This design comes from an exercise in tuning for small area on the open sky130 flow, not from production work.
Only simulation tests tie the RTL to the original design; equivalence was not proved.
Power figures rest on the tool's default switching activity, not on a simulated workload. The clock port is modelled as an ideal driver; clocking choices that lean on that would not hold on a real chip.

==> 05-11: inputs <==
## DIV
module DIV(
    input  wire        clk,
    input  wire        reset,
    input  wire        flush,
    input  wire        CE_in,
    input  wire        ex_valid_ns,
    input  wire        wb_allin,
    input  wire [31:0] dividend_in,
    input  wire [31:0] divisor_in,
    input  wire [5:0]  is_op,
    output reg  [31:0] quotient_out,
    output reg  [31:0] remainder_out,
    output reg         CE_out
);
clock: 12.0 ns
lec_check: 0
abc_area: 1
cap_margin: 20
core_margin: 2
core_utilization: 40
slew_margin: 20
run.sh (not shown) runs the stock make flow with config.mk's settings and CLKGATE_MAP_FILE= SYNTH_SCRIPT=/design/flow/synth_recipe.tcl, a recipe that flattens the netlist after the stock synthesis.
==> 06-06: changes against 05-11 <==
ABC_AREA = unset   (was 1)
==> qor summary <==
Outcome: 06-06 timing/DRC/antenna clean; 05-11 failed layout checks
Layout check failures: 06-06 -; 05-11 capacitance limit, slew limit
Slew at the pin with the worst max-slew slack: 06-06 1.093 ns; 05-11 1.636 ns
Crit path to: 06-06 r_s15[1]; 05-11 r_s12[23]
Worst hold slack after final layout: 06-06 0.2941 ns; 05-11 0.3168 ns
Area growth from synthesis to final layout: 06-06 15.21%; 05-11 16.74%
Core area: 06-06 0.1477 sq mm; 05-11 0.1452 sq mm
Sequential power share: 06-06 41.8%; 05-11 44.5%
Die width: 06-06 389.6 microns; 05-11 386.0 microns
Launch instance of the worst min-delay path: 06-06 a_s9[0]; 05-11 a_s12[23]
N_diodes: 06-06 0; 05-11 3
Critical-path cell with the highest stage delay: 06-06 sky130_fd_sc_hd__o41ai_1; 05-11 sky130_fd_sc_hd__dfxtp_1
Largest net degree at the start of global routing: 06-06 82; 05-11 66
Clock buf/inv share: 06-06 7.713%; 05-11 7.599%
Overall power of the completed layout: 06-06 12.45 mW; 05-11 11.58 mW
Non-CTS inverters: 06-06 350; 05-11 938
Iteration-0 DRC Markers: 06-06 1187; 05-11 1287
Wire length on met3: 06-06 3342 microns; 05-11 3119 microns
Headroom to the max-slew limit: 06-06 27.13%; 05-11 -10.10%
Post-synthesis average cell area: 06-06 10.12 sq um; 05-11 9.176 sq um
Sequential cell area: 06-06 0.02829 sq mm; 05-11 0.02829 sq mm
Worst clock skew: 06-06 0.05829 ns; 05-11 0.04085 ns
Power Sequential: 06-06 5.20 mW; 05-11 5.15 mW

---

==> build 6: inputs <==
Another version of the RTL of DIV (not shown whole).
export LEC_CHECK = 0
export CAP_MARGIN = 20
export CORE_MARGIN = 2
export CORE_UTILIZATION = 60
export CTS_BUF_LIST = sky130_fd_sc_hd__clkbuf_16
export CTS_CLUSTER_DIAMETER = 190
export CTS_CLUSTER_SIZE = 32
export SLEW_MARGIN = 20
export SYNTH_HIERARCHICAL = 1
create_clock -name core_clock -period 12.0 [get_ports {clk}]
standard.sh (not shown) runs the stock make flow with config.mk's settings and CLKGATE_MAP_FILE= SYNTH_SCRIPT=/design/flow/synth_recipe.tcl, a recipe that flattens the netlist after the stock synthesis.
==> flow/flow/run.sh <==
#!/bin/bash
# Standard layout, with the port buffers made from the smallest buffer cell.
set -e
cp standard.sh standard.sh.txt
export BUFFER_PORTS_ARGS="-buffer_cell sky130_fd_sc_hd__buf_1"
bash standard.sh > standard.log 2>&1
==> trial 56: changes against build 6 <==
==> flow/run.sh (new file) <==
#!/bin/bash
# synth_recipe.tcl (not shown) runs the flow's synth.tcl, then flattens the netlist and writes it again
# the make line also repeats each setting of config.mk as NAME=value (left out here)
make -C /OpenROAD-flow-scripts/flow DESIGN_CONFIG=/design/flow/config.mk WORK_HOME=/design/flow/orfs CLKGATE_MAP_FILE= SYNTH_SCRIPT=/design/flow/synth_recipe.tcl finish
- CORE_UTILIZATION: 60 -> 70
- CTS_CLUSTER_DIAMETER: 190 -> 140
- CTS_CLUSTER_SIZE: 32 -> 23
removed: flow/flow/run.sh
removed: flow/standard.sh
==> trial 29: changes against build 6 <==
- ABC_AREA: unset -> 1
- CORE_UTILIZATION: 60 -> 70
- CTS_CLUSTER_DIAMETER: 190 -> 160
- CTS_CLUSTER_SIZE: 32 -> 26
==> flow_summary.toml <==
[yosys]
syn-cell-area_um2 = 75600
synth_area_leaders = "dfxtp_1 (37%), nand2_1 (32%), inv_1 (26%), nor2_1 (1.2%), nand3_1 (0.94%)"
synth_common_cells = "nand2_1 (6398), inv_1 (5207), dfxtp_1 (1386)"

[detailed_routing]
drt_wl_total_mm = 164

[grt]
first_global_vias = 63342
grt_util_met2_pct = 56.2

[place]
globalplace.congestion = 0.894

[critical_path]
cp_top_family = "simple AND/OR/NAND/NOR gates"
r2r-end = "r_s15[0]"

[floorplan]
taps = 1403

[sta]
fin_crit_sh_pct = 95.3
skew_ps = 30.9

[cts]
cts.clk_slew.worst_paths_ps = 100

[run_status]
status = "timing/DRC/antenna clean"
(the above is from trial 29)
==> flow_summary.toml <==
[yosys]
syn-cell-area_um2 = 51600

[sta]
skew_ps = 42.8

[detailed_routing]
drt_wl_total_mm = 78.9

[cts]
cts.clk_slew.worst_paths_ps = 110

[place]
globalplace.congestion = 0.842

[run_status]
status = "timing/DRC/antenna clean"

[critical_path]
cp_top_family = "multiplexers"
(the above is from build 6)
==> flow_summary.toml <==
[sta]
fin_crit_sh_pct = 96.0

[yosys]
syn-cell-area_um2 = 51600

[detailed_routing]
drt_wl_total_mm = 87.5

[place]
globalplace.congestion = 0.864

[run_status]
status = "timing/DRC/antenna clean"

[grt]
first_global_vias = 29940
grt_util_met2_pct = 46.5

[critical_path]
cp_top_family = "multiplexers"
r2r-end = "r_s15[12]"

[floorplan]
taps = 959
(the above is from trial 56)

---

==> inputs of run H <==
Another version of the RTL of DIV (not shown whole).
## DIV
module DIV(
    input  wire        clk,
    input  wire        reset,
    input  wire        flush,
    input  wire        CE_in,
    input  wire        ex_valid_ns,
    input  wire        wb_allin,
    input  wire [31:0] dividend_in,
    input  wire [31:0] divisor_in,
    input  wire [5:0]  is_op,
    output reg  [31:0] quotient_out,
    output reg  [31:0] remainder_out,
    output reg         CE_out
);
    wire clr = ~reset | flush;
    wire hs  = ex_valid_ns & wb_allin;
    reg [4:0] age;
    always @(posedge clk)
        if (clr) age <= 5'd0;
        else if (!age[4]) age <= age + 5'd1;
    reg [16:1] ce_d;
    always @(posedge clk) begin
        if (clr) begin
            ce_d <= 16'd0;
            CE_out <= 1'b0;
        end else begin
            ce_d[1] <= CE_in;
            ce_d[16:2] <= hs ? 15'd0 : ce_d[15:1];
            CE_out <= hs ? 1'b0 : ce_d[16];
        end
    end
    wire sgn = (is_op == 6'h0a);
    wire nn  = sgn & dividend_in[31];
    wire nd  = sgn & divisor_in[31];
    wire [31:0] an = nn ? -dividend_in : dividend_in;
    wire [31:0] ad = nd ? -divisor_in : divisor_in;
    wire [31:0] adm = ad ^ 32'haaaaaaaa;
    wire nq0 = nn ^ nd;
    wire nr0 = nn;
    reg [31:0] a_s1;
    reg [31:0] d_s1;
    reg nq_s1, nr_s1;
    always @(posedge clk) begin
        a_s1 <= an;
        d_s1 <= adm;
        nq_s1 <= nq0;
        nr_s1 <= nr0;
    end
    reg [31:0] a_s2;
    reg [31:0] d_s2;
    reg nq_s2, nr_s2;
    always @(posedge clk) begin
        a_s2 <= a_s1;
        d_s2 <= d_s1;
        nq_s2 <= nq_s1;
        nr_s2 <= nr_s1;
    end
    reg [31:0] a_s3;
    reg [31:0] d_s3;
    reg nq_s3, nr_s3;
    always @(posedge clk) begin
        a_s3 <= a_s2;
        d_s3 <= d_s2;
        nq_s3 <= nq_s2;
        nr_s3 <= nr_s2;
    end
    reg [31:0] a_s4;
    reg [31:0] d_s4;
    reg nq_s4, nr_s4;
    always @(posedge clk) begin
        a_s4 <= a_s3;
        d_s4 <= d_s3;
        nq_s4 <= nq_s3;
        nr_s4 <= nr_s3;
    end
    wire t1_0 = a_s4[31];
    wire hz1 = ~|(d_s4[31:1] ^ 1431655765);
    wire [1:1] c1;
    wire [0:0] r1;
    wire ge1;
    assign c1[1] = ~(~t1_0 & (d_s4[0] ^ 1'b0));
  ...
export LEC_CHECK = 0
export CAP_MARGIN = 20
export CORE_MARGIN = 2
export CORE_UTILIZATION = 55
export CTS_BUF_LIST = sky130_fd_sc_hd__clkbuf_16
export CTS_CLUSTER_DIAMETER = 190
export CTS_CLUSTER_SIZE = 32
export PLACE_DENSITY = 0.9
export SLEW_MARGIN = 20
export SYNTH_HIERARCHICAL = 1
create_clock -name core_clock -period 12.0 [get_ports {clk}]
==> flow/flow/run.sh <==
#!/bin/bash
# Standard layout, with the port buffers made from the smallest buffer cell.
set -e
cp standard.sh standard.sh.txt
export BUFFER_PORTS_ARGS="-buffer_cell sky130_fd_sc_hd__buf_1"
bash standard.sh > standard.log 2>&1
==> inputs of run D, as changes to run H <==
--- a/flow/config.mk
+++ b/flow/config.mk
@@ -7,10 +7,9 @@
 export LEC_CHECK = 0
 export CAP_MARGIN = 20
 export CORE_MARGIN = 2
-export CORE_UTILIZATION = 55
+export CORE_UTILIZATION = 70
 export CTS_BUF_LIST = sky130_fd_sc_hd__clkbuf_16
-export CTS_CLUSTER_DIAMETER = 190
-export CTS_CLUSTER_SIZE = 32
-export PLACE_DENSITY = 0.9
+export CTS_CLUSTER_DIAMETER = 160
+export CTS_CLUSTER_SIZE = 26
 export SLEW_MARGIN = 20
 export SYNTH_HIERARCHICAL = 1
==> summary of the runs <==
- In sequential cell count, run H and run D do not differ.
- In area after synthesis, run D and run H do not differ.
- Between run D and run H, the lower clock power is in run H (gap about 9%, measured against run H).
- Of run D and run H, run D has the higher global-route usage (gap 6.0 points).
- In run D the fmax is smaller than in run H, by about 0.9%.
- In run H the sequential share of layout area is higher than in run D, by 0.17 points.
- In sequential power, run D and run H hardly differ.
- Against run H, the first-iteration DRC count of run D is lower by 15%.
- Synthesized cell count is the same in run H and run D.
- Of run H and run D, run H has the higher die area (gap about 27%, measured against run D).
==> figures <==
quantity                                                         run D        run H
Result of the run                             timing/DRC/antenna clean  timing/DRC/antenna clean
Final estimated routing congestion in global placement           0.861        0.791
Resize count post-CTS                                                2            4
Critical Path Max Stage Delay                                   370 ps       380 ps
Initial detailed-routing violation count                           828          977
Vias in the first global route                                   29100        28600
GR Layer Usage met1                                              21.6%        17.0%
Period Utilization, post-route                                   95.7%        94.8%
Transition time at the pin with the least slew margin          1080 ps      1110 ps
Area used by multi-input combinational logic               24000 sq um  23900 sq um
Number of buffer and inverter stages on the critical path            1            2
Register area                                              27800 sq um  27800 sq um
Start point of the critical path                              r_s14[0]     d_s14[1]
Minimum clock period                                          11480 ps     11380 ps
Util after Layout                                                77.5%        60.5%
Area of the die                                            76100 sq um  96500 sq um
End point of the most critical hold path                       a_s6[9]     a_s3[15]
Hold WS                                                         315 ps       317 ps
Post-CTS Setup Bufs                                                  1            3
Met3 Routed Length                                             1890 um      1720 um
Sequential fraction of total cell area                           49.0%        49.2%

---

==> inputs of run a <==
DIV again, from the RTL that the note above started with.
export LEC_CHECK = 0
export CAP_MARGIN = 0
export CORE_MARGIN = 2
export CORE_UTILIZATION = 60
export CTS_BUF_LIST = sky130_fd_sc_hd__clkbuf_16
export CTS_CLUSTER_DIAMETER = 190
export CTS_CLUSTER_SIZE = 32
export SLEW_MARGIN = 0
export SYNTH_HIERARCHICAL = 1
create_clock -name core_clock -period 12.0 [get_ports {clk}]
Scripts as last shown in full above: flow/flow/run.sh
==> inputs of run b, as changes to run a <==
- CAP_MARGIN: 0 -> 20
- CORE_UTILIZATION: 60 -> 50
- PLACE_DENSITY: unset -> 0.85
- SLEW_MARGIN: 0 -> 20
==> inputs of run c, as changes to run a <==
- CAP_MARGIN: 0 -> 20
- SLEW_MARGIN: 0 -> 20
==> summary.txt <==
Run c finished with timing, DRC and antenna clean. Run a completed without violations. Run b completed without violations.
Between run b and run c, the lower worst setup slack is in run b (gap 0.41 ns).
In die area, run c and run a do not differ.
In sequential cell count, run a and run c do not differ.
Critical path depth is the same in run c and run a.

[port drivers added, routing unchanged]
How much do the figures lean on ideal ports? The routed layouts below were timed once more, with nothing changed but the port constraints. Step 1 assumes that a clkbuf_16 drives the clock port and a buf_2 every other input. Step 2, shift: input delay + t, output delay - t, t = (earliest + latest rising clock arrival at the registers) / 2. This alone moves slack from input paths to output paths. Slacks: no drivers / after step 1 / after step 2; pairs: no drivers / after step 1.
run	t (ns)	slack for setup (ns)	hold WS [ns]	latest minus earliest clock arrival (ns)
05-11	0.828	0.948 / 0.948 / 0.948	0.317 / 0.317 / 0.317	0.050 / 0.051
06-06	0.836	4.350 / 4.350 / 4.350	0.294 / 0.294 / 0.294	0.060 / 0.060
build 6	0.706	0.438 / 0.438 / 0.438	0.319 / 0.319 / 0.319	0.047 / 0.047
trial 56	0.696	0.479 / 0.479 / 0.479	0.317 / 0.317 / 0.317	0.064 / 0.064
trial 29	0.794	0.562 / 0.562 / 0.562	0.323 / 0.323 / 0.323	0.038 / 0.038
run H	0.704	0.620 / 0.620 / 0.620	0.317 / 0.317 / 0.317	0.046 / 0.047
run D	0.716	0.515 / 0.515 / 0.515	0.315 / 0.315 / 0.315	0.068 / 0.068
run a	0.705	0.856 / 0.856 / 0.856	0.317 / 0.317 / 0.317	0.049 / 0.049
run b	0.710	0.443 / 0.443 / 0.443	0.316 / 0.316 / 0.316	0.027 / 0.026
run c	0.705	0.856 / 0.856 / 0.856	0.317 / 0.317 / 0.317	0.049 / 0.049
